From an optimization exercise on the open Yosys and OpenROAD flow, aimed at small area; shortcuts taken in it are not production practice. Only simulation tests tie the RTL to the original design; equivalence was not proved. Power is estimated from default activity; no workload was simulated.

[design/flow/config.mk]
export PLATFORM = sky130hd
export DESIGN_NAME = xilinx_true_dual_port_ram
export DESIGN_NICKNAME = xilinx_true_dual_port_ram
export VERILOG_FILES = /design/flow/design.v
export SDC_FILE = /design/flow/constraint.sdc
export NUM_CORES = 4
export LEC_CHECK = 0
export CAP_MARGIN = 20
export CELL_PAD_IN_SITES_DETAIL_PLACEMENT = 1
export CELL_PAD_IN_SITES_GLOBAL_PLACEMENT = 2
export CORE_MARGIN = 2
export CORE_UTILIZATION = 20
export CTS_CLUSTER_DIAMETER = 80
export CTS_CLUSTER_SIZE = 25
export PLACE_DENSITY = 0.27
export SLEW_MARGIN = 20
export SYNTH_HIERARCHICAL = 1
export SYNTH_MEMORY_MAX_BITS = 8192
[design/flow/run.sh]
#!/bin/bash
# synth_recipe.tcl (not shown) runs the flow's synth.tcl, then flattens the netlist and writes it again
# the make line also repeats each setting of config.mk as NAME=value (left out here)
make -C /OpenROAD-flow-scripts/flow DESIGN_CONFIG=/design/flow/config.mk WORK_HOME=/design/flow/orfs CLKGATE_MAP_FILE= SYNTH_SCRIPT=/design/flow/synth_recipe.tcl finish
[design/flow/constraint.sdc]
create_clock -name core_clock -period 8.0 [get_ports {clk}]
set_input_delay 1.6000 -clock core_clock [delete_from_list [all_inputs] [get_ports {clk}]]
set_output_delay 1.6000 -clock core_clock [all_outputs]
set_load 0.01 [all_outputs]
[design/flow/design.v]
module tdp_aoi222 #(parameter W = 32) (
    input [W-1:0] s0, s1, s2,
    input [W-1:0] d0, d1, d2,
    output [W-1:0] y
);
    assign y = ~((s0 & d0) | (s1 & d1) | (s2 & d2));
endmodule
module tdp_nand4 #(parameter W = 32) (input [W-1:0] a, b, c, d, output [W-1:0] y);
    assign y = ~(a & b & c & d);
endmodule
module tdp_nand3 #(parameter W = 32) (input [W-1:0] a, b, c, output [W-1:0] y);
    assign y = ~(a & b & c);
endmodule
module tdp_nand2 #(parameter W = 32) (input [W-1:0] a, b, output [W-1:0] y);
    assign y = ~(a & b);
endmodule
module tdp_or3 #(parameter W = 32) (input [W-1:0] a, b, c, output [W-1:0] y);
    assign y = a | b | c;
endmodule
module tdp_nor2 #(parameter W = 32) (input [W-1:0] a, b, output [W-1:0] y);
    assign y = ~(a | b);
endmodule
module xilinx_true_dual_port_ram #(
    parameter RAM_WIDTH = 32,
    parameter RAM_DEPTH = 64,
    parameter RAM_PERFORMANCE = "HIGH_PERFORMANCE",
    parameter INIT_FILE = ""
)(
    input [5:0] addra,
    input [5:0] addrb,
    input [RAM_WIDTH-1:0] dina,
    input [RAM_WIDTH-1:0] dinb,
    input clk,
    input wea,
    input web,
    input ena,
    input enb,
    input rsta,
    input rstb,
    input regcea,
    input regceb,
    output [RAM_WIDTH-1:0] douta,
    output [RAM_WIDTH-1:0] doutb
);
    reg ph;
    always @(posedge clk)
        if (ph) ph <= 1'b0;
        else    ph <= 1'b1;
    wire [RAM_WIDTH-1:0] wda = dina ^ {RAM_WIDTH{ph}};
    wire [RAM_WIDTH-1:0] wdb = dinb ^ {RAM_WIDTH{ph}};
    wire [RAM_DEPTH-1:0] wsa, wsb, wh, rsa, rsb;
    genvar w;
    generate
        for (w = 0; w < RAM_DEPTH; w = w + 1) begin : g_word
            assign wsa[w] = ena & wea & (addra == w);
            assign wsb[w] = enb & web & (addrb == w);
            assign wh[w]  = ~(wsa[w] | wsb[w]);
            assign rsa[w] = ena & (addra == w);
            assign rsb[w] = enb & (addrb == w);
            reg  [RAM_WIDTH-1:0] mem;
            wire [RAM_WIDTH-1:0] nxt;
            tdp_aoi222 #(RAM_WIDTH) u (.s0({RAM_WIDTH{wsa[w]}}), .s1({RAM_WIDTH{wsb[w]}}),
                                       .s2({RAM_WIDTH{wh[w]}}),
                                       .d0(wda), .d1(wdb), .d2(mem), .y(nxt));
            always @(posedge clk) mem <= nxt;
        end
    endgenerate
    reg  [RAM_WIDTH-1:0] rda, rdb;
    wire [RAM_WIDTH-1:0] rda_nxt, rdb_nxt;
    wire [RAM_WIDTH-1:0] la1 [0:22], lb1 [0:22];
    wire [RAM_WIDTH-1:0] la2 [0:5],  lb2 [0:5];
    wire [RAM_WIDTH-1:0] la3 [0:1],  lb3 [0:1];
    genvar k;
    generate
        for (k = 0; k < 21; k = k + 1) begin : g_rl1
            tdp_aoi222 #(RAM_WIDTH) ua (.s0({RAM_WIDTH{rsa[3*k]}}), .s1({RAM_WIDTH{rsa[3*k+1]}}),
                                        .s2({RAM_WIDTH{rsa[3*k+2]}}),
                                        .d0(g_word[3*k].mem), .d1(g_word[3*k+1].mem),
                                        .d2(g_word[3*k+2].mem), .y(la1[k]));
            tdp_aoi222 #(RAM_WIDTH) ub (.s0({RAM_WIDTH{rsb[3*k]}}), .s1({RAM_WIDTH{rsb[3*k+1]}}),
                                        .s2({RAM_WIDTH{rsb[3*k+2]}}),
                                        .d0(g_word[3*k].mem), .d1(g_word[3*k+1].mem),
                                        .d2(g_word[3*k+2].mem), .y(lb1[k]));
        end
        for (k = 0; k < 5; k = k + 1) begin : g_rl2
            tdp_nand4 #(RAM_WIDTH) ua (.a(la1[4*k]), .b(la1[4*k+1]), .c(la1[4*k+2]), .d(la1[4*k+3]), .y(la2[k]));
            tdp_nand4 #(RAM_WIDTH) ub (.a(lb1[4*k]), .b(lb1[4*k+1]), .c(lb1[4*k+2]), .d(lb1[4*k+3]), .y(lb2[k]));
        end
        for (k = 0; k < 2; k = k + 1) begin : g_rl3
            tdp_or3 #(RAM_WIDTH) ua (.a(la2[3*k]), .b(la2[3*k+1]), .c(la2[3*k+2]), .y(la3[k]));
            tdp_or3 #(RAM_WIDTH) ub (.a(lb2[3*k]), .b(lb2[3*k+1]), .c(lb2[3*k+2]), .y(lb3[k]));
        end
    endgenerate
    tdp_nand2 #(RAM_WIDTH) u_ra_w (.a({RAM_WIDTH{rsa[63]}}), .b(g_word[63].mem), .y(la1[21]));
    tdp_nand2 #(RAM_WIDTH) u_rb_w (.a({RAM_WIDTH{rsb[63]}}), .b(g_word[63].mem), .y(lb1[21]));
    tdp_nand2 #(RAM_WIDTH) u_ra_h (.a({RAM_WIDTH{~ena}}), .b(rda), .y(la1[22]));
    tdp_nand2 #(RAM_WIDTH) u_rb_h (.a({RAM_WIDTH{~enb}}), .b(rdb), .y(lb1[22]));
    tdp_nand3 #(RAM_WIDTH) u_ra_l2 (.a(la1[20]), .b(la1[21]), .c(la1[22]), .y(la2[5]));
    tdp_nand3 #(RAM_WIDTH) u_rb_l2 (.a(lb1[20]), .b(lb1[21]), .c(lb1[22]), .y(lb2[5]));
    tdp_nor2 #(RAM_WIDTH) u_ra_y (.a(la3[0]), .b(la3[1]), .y(rda_nxt));
    tdp_nor2 #(RAM_WIDTH) u_rb_y (.a(lb3[0]), .b(lb3[1]), .y(rdb_nxt));
    always @(posedge clk) begin
        rda <= rda_nxt;
        rdb <= rdb_nxt;
    end
    wire [RAM_WIDTH-1:0] va = rda ^ {RAM_WIDTH{ph}};
    wire [RAM_WIDTH-1:0] vb = rdb ^ {RAM_WIDTH{ph}};
    reg [RAM_WIDTH-1:0] douta_reg, doutb_reg;
    always @(posedge clk) begin
        if (rsta)
            douta_reg <= {RAM_WIDTH{1'b0}};
        else if (regcea)
            douta_reg <= va;
    end
    always @(posedge clk) begin
        if (rstb)
            doutb_reg <= {RAM_WIDTH{1'b0}};
        else if (regceb)
            doutb_reg <= vb;
    end
    assign douta = douta_reg;
    assign doutb = doutb_reg;
endmodule
==> flow_metrics.tcl, run 1 <==
set metrics [dict create \
    status "finished clean" \
    wl_per_cell_um 54.93 \
    maxCapViolations 0 \
    tritoncts "built" \
    cellLeakagePower_uw 0.03670 \
    vias 100400 \
    final_hold_viol_count 0 \
    crit_path_frequent_cell "buf_4" \
    largest_register_ffs 2048 \
    startpoint "addra[3]" \
    cts_root_buffer "clkbuf_16" \
    cp_top_family "simple AND/OR/NAND/NOR gates" \
    synthCells 7013 \
    largest-register "g_word.mem" \
    setup_viol 0 \
    vdd_drop_max_mv 0.1493 \
    avgSynthCellArea_um2 12.23 \
    cts_setup_buffers 0 \
    drt_iter0_markers 29450 \
    maxSlewHeadroom_pct 14.84 \
    stdcell_count 13810 \
    path_cells "clkdlybuf4s50_1 -> nand4bb_2 -> buf_4 -> nor2_4 -> buf_4 -> a222oi_1 -> nand4_1 -> or3_1 -> nor2_1" \
    cp_max_fo 16 \
    path_class "in -> reg" \
    yosys_warnings 7 \
    initial_utilization_pct 20.08 \
    die_area_um2 434000 \
    gp_congestion 0.8687 \
    power_uw 28960 \
    cts_resized 0 \
    pin_count 149 \
    chipWidth_um 658.8 \
    fin_crit_ps 5902 \
    hold_path_class "reg -> reg" \
    max_freq_ghz 0.1694 \
    drc 0 \
    placed_area_um2 101600 \
    drive_gt1_share_pct 16.55 \
    io_buffers 148 \
    areaGrowthSynthToFinish_pct 26.57 \
    tns_ps 0 \
    synth_seq_cells 2177 \
    hold_buffers 0 \
    dr.pass1.iters 15 \
    synth_ff_type "dfxtp_1" \
    die_h_um 658.8 \
    seq_area_um2 43590 \
    hold_start "g_word[29].mem[28]" \
    antenna_found_initial 83 \
    cts_sinks 2177 \
    worst_slew_pin_slew_ps 1274 \
    worst_clock_skew_ps 54.17 \
    slew_viol_final 0 \
    dp_hpwl_um 480300 \
    period_share_pct 73.78 \
    cpMaxStageDelayCell "nand4bb_2" \
    rsz0062_at_grt "no" \
    critPathRequiredTime_ps 8780 \
    via_per_inst 7.272 \
    synth_cell_type_count 25 \
    track_usage_pct 33.00 \
    core_area_um2 427000 \
    start_kind "input port" \
    drtAntennaViolNets 0 \
    wl_um 758600 \
    htreeDepth 4 \
    r2r_start "ph" \
    powerDensity_nw_per_um2 266.9 \
    syn_nets 7098 \
    crit_arrival_ps 6680 \
    fin_nets 7904 \
    dp.cells 13320 \
    final_area_um2 108500 \
    numCtsBuffers 182 \
    async_reset_ff_share_pct 0 \
    multi_input_area_um2 44920 \
    grt_max_degree 65 \
    synth.yosys.seq_area_share_pct 50.83 \
    synth-edff-count 0 \
    worstSkewPairLatency_ps 990 \
    netlist_area_um2 85740 \
    clkTransAtPathRegs_ps 80 \
    max_stage_delay_ps 1070 \
    first_global_vias 94270 \
    cts_max_path_buffers 4 \
    grt-ovfl-total 0 \
    crit_buf_inv 3 \
    core.rowCount 240 \
    fillers 46770 \
    critPathCaptureType "register" \
    grt_pass1_wl_um 976700 \
]
## power breakdown
part / internal, µW / switching (µW) / total [µW] / leakage [µW]
sequential: 13100 / 2080 / 15100 / 0.0190
clock: 5000 / 5490 / 10500 / 0.00311
combinational: 1370 / 1950 / 3320 / 0.0146
total: 19400 / 9520 / 29000 / 0.0367
## kinds of logic (layout without fill, tap and decap cells)
group | count (synthesis) | count (layout) | share of synthesized area [%]
DFF | 2177 | 2177 | 50.83
xor gates and xnor gates | 128 | 128 | 1.307
and+or+nand+nor | 1072 | 1072 | 6.421
AOI/OAI and AO/OA | 3520 | 3520 | 40.81
other | 0 | 155 | 0
buffers and inverters | 116 | 1071 | 0.6289
## cell type report
cell class / count / area share [%]
inverters: 3 / 0.01038
repair buffers: 735 / 5.576
clock inverters: 127 / 1.463
diodes: 155 / 0.3574
multi-input cells: 4720 / 41.40
clock buffers: 206 / 4.479
flip-flops and latches: 2177 / 40.16
well taps: 5687 / 6.557
## placed cells by master (no fill, tap or decap), drive strengths merged, types with 12 or more instances in the layout
| master | n |
|---|---|
| a222oi | 3392 |
| dfxtp | 2177 |
| buf | 590 |
| nor2 | 384 |
| nand4 | 324 |
| clkbuf | 206 |
| diode | 155 |
| clkdlybuf4s50 | 145 |
| or3 | 128 |
| nand2 | 128 |
| nand3 | 66 |
| xor2 | 64 |
| xnor2 | 64 |
| a211oi | 64 |
| o22a | 64 |
| inv | 53 |
| clkinv | 51 |
| clkinvlp | 14 |
| nand4bb | 14 |
| nand4b | 12 |
| bufinv | 12 |
## metrics by stage
step                worst slack [ps]  util (%)  hold WS [ps]
floorplan                       3727         -         438.2
global placement                1224     23.77         448.0
detailed placement              1284     23.79         458.7
CTS                             2342     25.30         473.3
global route                    2279     25.40         483.4
finish                          2098     25.41         473.4
## final timing paths
| check | end | cells after the start | slack, ps |
|---|---|---|---|
| max | rda[7] | 9 | 2100 |
| min | g_word[29].mem[28] | 1 | 470 |
| min reg2reg | g_word[29].mem[28] | 1 | 470 |
| max reg2reg | g_word[43].mem[14] | 5 | 3980 |
## cells in the mapped netlist (2+ instances only)
cell	instances	share of area (%)
or4_4	2	0.026
nand4bb_1	13	0.17
o22a_1	62	0.63
xor2_1	64	0.65
a222oi_1	3392	40
nand4b_1	12	0.12
nand3_1	66	0.39
nand3b_1	4	0.035
buf_2	32	0.19
nor2_1	384	1.7
clkbuf_1	68	0.30
or3_1	128	0.93
nand4_1	324	2.4
inv_1	3	0.013
dfxtp_1	2177	51
nand2_1	128	0.56
or4b_1	6	0.070
o22a_2	2	0.023
a211oi_1	64	0.56
buf_4	9	0.079
or4b_4	2	0.032
buf_6	4	0.053
or3b_2	2	0.020
xnor2_1	64	0.65
## layer usage
layer,global-route usage [%],up-vias,wire length [µm]
met3,5.989,1159,70000
met5,0,-,91
met4,18.39,12,45070
met1,42.40,53850,301100
met2,52.09,7506,342400
li1,-,37900,-
==> inputs of run 2 (changes only) <==
--- a/design/flow/config.mk
+++ b/design/flow/config.mk
@@ -12,4 +12,2 @@
 export CORE_UTILIZATION = 20
-export CTS_CLUSTER_DIAMETER = 80
-export CTS_CLUSTER_SIZE = 25
 export PLACE_DENSITY = 0.27
==> run 2 against run 1 <==
- setup slack worse by 130 ps
- maximum frequency shrank 2.1%
- final cell count increased by 1.2%
- register-to-register slack worse by 30 ps
- count of clock-buffer cells in the layout rose by 250
- largest cell class unchanged
- routed wire length is 0.27% higher
- power up 10%
- sequential cell count is the same
- utilization increased by 0.66 points
- non-clock buffer count down 1
==> flow_metrics.tcl, run 2 <==
set metrics [dict create \
    status "finished clean" \
    slew_viol_final 0 \
    core_area_um2 427000 \
    drive_gt1_share_pct 17.37 \
    vdd_drop_max_mv 0.1702 \
    die_h_um 658.8 \
    core.rowCount 240 \
    tns_ps 0 \
    dp.cells 13320 \
    powerDensity_nw_per_um2 286.1 \
    drtAntennaViolNets 0 \
    synth_most_common_cell "a222oi_1" \
    critPathCaptureType "register" \
    pin_count 149 \
    netlist_area_um2 85740 \
    wl_per_cell_um 54.41 \
    r2r_start "ph" \
    grt-ovfl-total 0 \
    hold_path_class "reg -> reg" \
    largest-register "g_word.mem" \
    synth.yosys.seq_area_share_pct 50.83 \
    cellLeakagePower_uw 0.03817 \
    cts_setup_buffers 0 \
    cts_resized 0 \
    fillers 46600 \
    initial_utilization_pct 20.08 \
    yosys.area.top_type "dfxtp_1" \
    worstSkewPairLatency_ps 950 \
    worstRegToRegCells 5 \
    worst_clock_skew_ps 35.26 \
    gp_congestion 0.8687 \
    fin_crit_ps 6028 \
    first_global_vias 95440 \
    synthCells 7013 \
    vias 101000 \
    via_per_inst 7.225 \
    rrSetupSlack_ps 3950 \
    tritoncts "built" \
    path_class "in -> reg" \
    setup_viol 0 \
    cts_sinks 2177 \
    max_freq_ghz 0.1659 \
    wl_um 760600 \
    synth_ff_type "dfxtp_1" \
    crit_end "rda[8]" \
    final_area_um2 111300 \
    dp_hpwl_um 480300 \
    fin_nets 8016 \
    async_reset_ff_share_pct 0 \
    yosys_warnings 7 \
    avgSynthCellArea_um2 12.23 \
    period_share_pct 75.34 \
    die_area_um2 434000 \
    worst_slew_pin_slew_ps 1273 \
    final_hold_viol_count 0 \
    startpoint "addra[3]" \
    final_common_cell "a222oi_1" \
    areaGrowthSynthToFinish_pct 29.85 \
    chipWidth_um 658.8 \
    start_kind "input port" \
    track_usage_pct 33.15 \
    maxSlewHeadroom_pct 14.91 \
    maxCapViolations 0 \
    largest_register_ffs 2048 \
    numCtsBuffers 295 \
    rsz0062_at_grt "no" \
    grt_max_degree 65 \
    cp_max_fo 18 \
    htreeDepth 5 \
    drc 0 \
    cts_root_buffer "clkbuf_16" \
    drt_iter0_markers 28710 \
    critPathRequiredTime_ps 8890 \
    crit_arrival_ps 6920 \
    placed_area_um2 101600 \
    clkTransAtPathRegs_ps 60 \
    stdcell_count 13980 \
    grt_pass1_wl_um 981600 \
    synth_common_cells "a222oi_1, dfxtp_1, nor2_1, nand4_1" \
    yosysTopAreaCellShare_pct 50.83 \
    dr.pass1.iters 15 \
    timing.rr.end "g_word[40].mem[14]" \
    io_buffers 148 \
    syn_nets 7098 \
    antenna_found_initial 78 \
    cts_max_path_buffers 4 \
    synth_cell_type_count 25 \
    yosys-top-cells-area "dfxtp_1, a222oi_1, nand4_1, nor2_1, or3_1" \
    hold_buffers 0 \
    synth-edff-count 0 \
    final_cell_mix "a222oi_1, dfxtp_1, buf_4" \
    synth_seq_cells 2177 \
]
==> run 2: cell types whose count changed in the layout (fill, tap and decap cells not counted), sizes merged <==
cell      change
clkinvlp     -11
buf           -1
bufinv        -6
diode        -16
inv          -43
clkbuf      +250
clkinv        -5
==> run 2: area by class of cell <==
type,count,area (µm²),share of cell area [%]
multi-input combinational,4720,44920,40.35
sequential,2177,43590,39.15
clock buffer,456,8771,7.878
tap,5687,7116,6.391
timing repair buffer,734,6023,5.410
clock inverter,62,558.0,0.5012
antenna,139,347.8,0.3124
inverter,3,11.26,0.01011
==> run 2: report_power, final <==
group	leakage, µW	total (µW)	switching (µW)	internal, µW
clock network	0.00459	13400	5650	7710
registers	0.0190	15200	2090	13100
logic	0.0146	3320	1950	1370
==> run 2: worst min path at each step <==
stage | start | cells after the start | end
global route | g_word[23].mem[15] | 1 | g_word[23].mem[15]
finish | g_word[35].mem[0] | 1 | g_word[35].mem[0]
floorplan | g_word[0].mem[0] | 1 | g_word[0].mem[0]
detailed placement | g_word[18].mem[25] | 1 | g_word[18].mem[25]
global placement | g_word[30].mem[21] | 1 | g_word[30].mem[21]
CTS | g_word[60].mem[28] | 1 | g_word[60].mem[28]
==> run 2: stage by stage <==
step	setup WS [ps]	power [µW]	hold WS, ps	util (%)
2_1_floorplan	3727	16340	438.2	-
3_3_place_gp	1224	18460	448.0	23.77
3_5_place_dp	1284	18540	458.7	23.79
4_1_cts	2318	32000	468.8	25.98
5_1_grt	2106	32910	480.3	26.06
6_report	1972	31860	468.7	26.07
==> run 2: critical path, stage by stage <==
cell             delay, ps
clkdlybuf4s50_1        960
nand4bb_2              720
buf_4                  380
nor2_4                 220
buf_4                  330
a222oi_1               530
nand4_1               1060
or3_1                  860
nor2_1                 140
==> run 2: metal layers <==
layer  track usage [%]  routed length, µm  vias to the layer above  part of all wire, %
li1                  -                  -                    38170                    -
met1             42.60             302800                    54060                   40
met2             52.43             342800                     7526                   45
met3             5.755              68790                     1216                  9.0
met4             18.59              46090                       12                  6.1
met5           0.06649                123                        -                0.016
==> run 2: kinds of logic (layout without fill, tap and decap cells) <==
| logic type | count (synthesis) | count (layout) | share of synthesized area (%) |
|---|---|---|---|
| DFF | 2177 | 2177 | 50.83 |
| and+or+nand+nor | 1072 | 1072 | 6.421 |
| buffers and inverters | 116 | 1255 | 0.6289 |
| AOI/OAI and AO/OA | 3520 | 3520 | 40.81 |
| xor gates and xnor gates | 128 | 128 | 1.307 |
| other | 0 | 139 | 0 |

static timing again, ports no longer ideal:
The results above use ideal ports. As a check the final layouts listed here were re-extracted and re-timed, cells and wires unchanged.
Step 1: set_driving_cell puts a clkbuf_16 on clk and a buf_2 on each other input, an assumption about the parent block.
Step 2 also shifts input and output timing later by t, the mid clock arrival at the registers, as if the neighbouring blocks saw the same clock.
a / b / c = ideal ports / drivers / drivers and shift; a / b = the first two.
run | t, ns | setup WS [ns] | worst hold slack (ns) | worst setup path after step 2 | worst data-port slew with drivers (ns)
run 1 | 1.070 | 2.098 / 2.151 / 1.081 | 0.473 / 0.473 / 0.473 | input to register | 0.15
run 2 | 1.065 | 1.972 / 2.065 / 1.001 | 0.469 / 0.469 / 0.469 | input to register | 0.15
After both steps setup and hold are still met in every run listed. The setup slack of run 1, which loses most, moves by +0.053 ns with the drivers and by -1.017 ns with both steps.
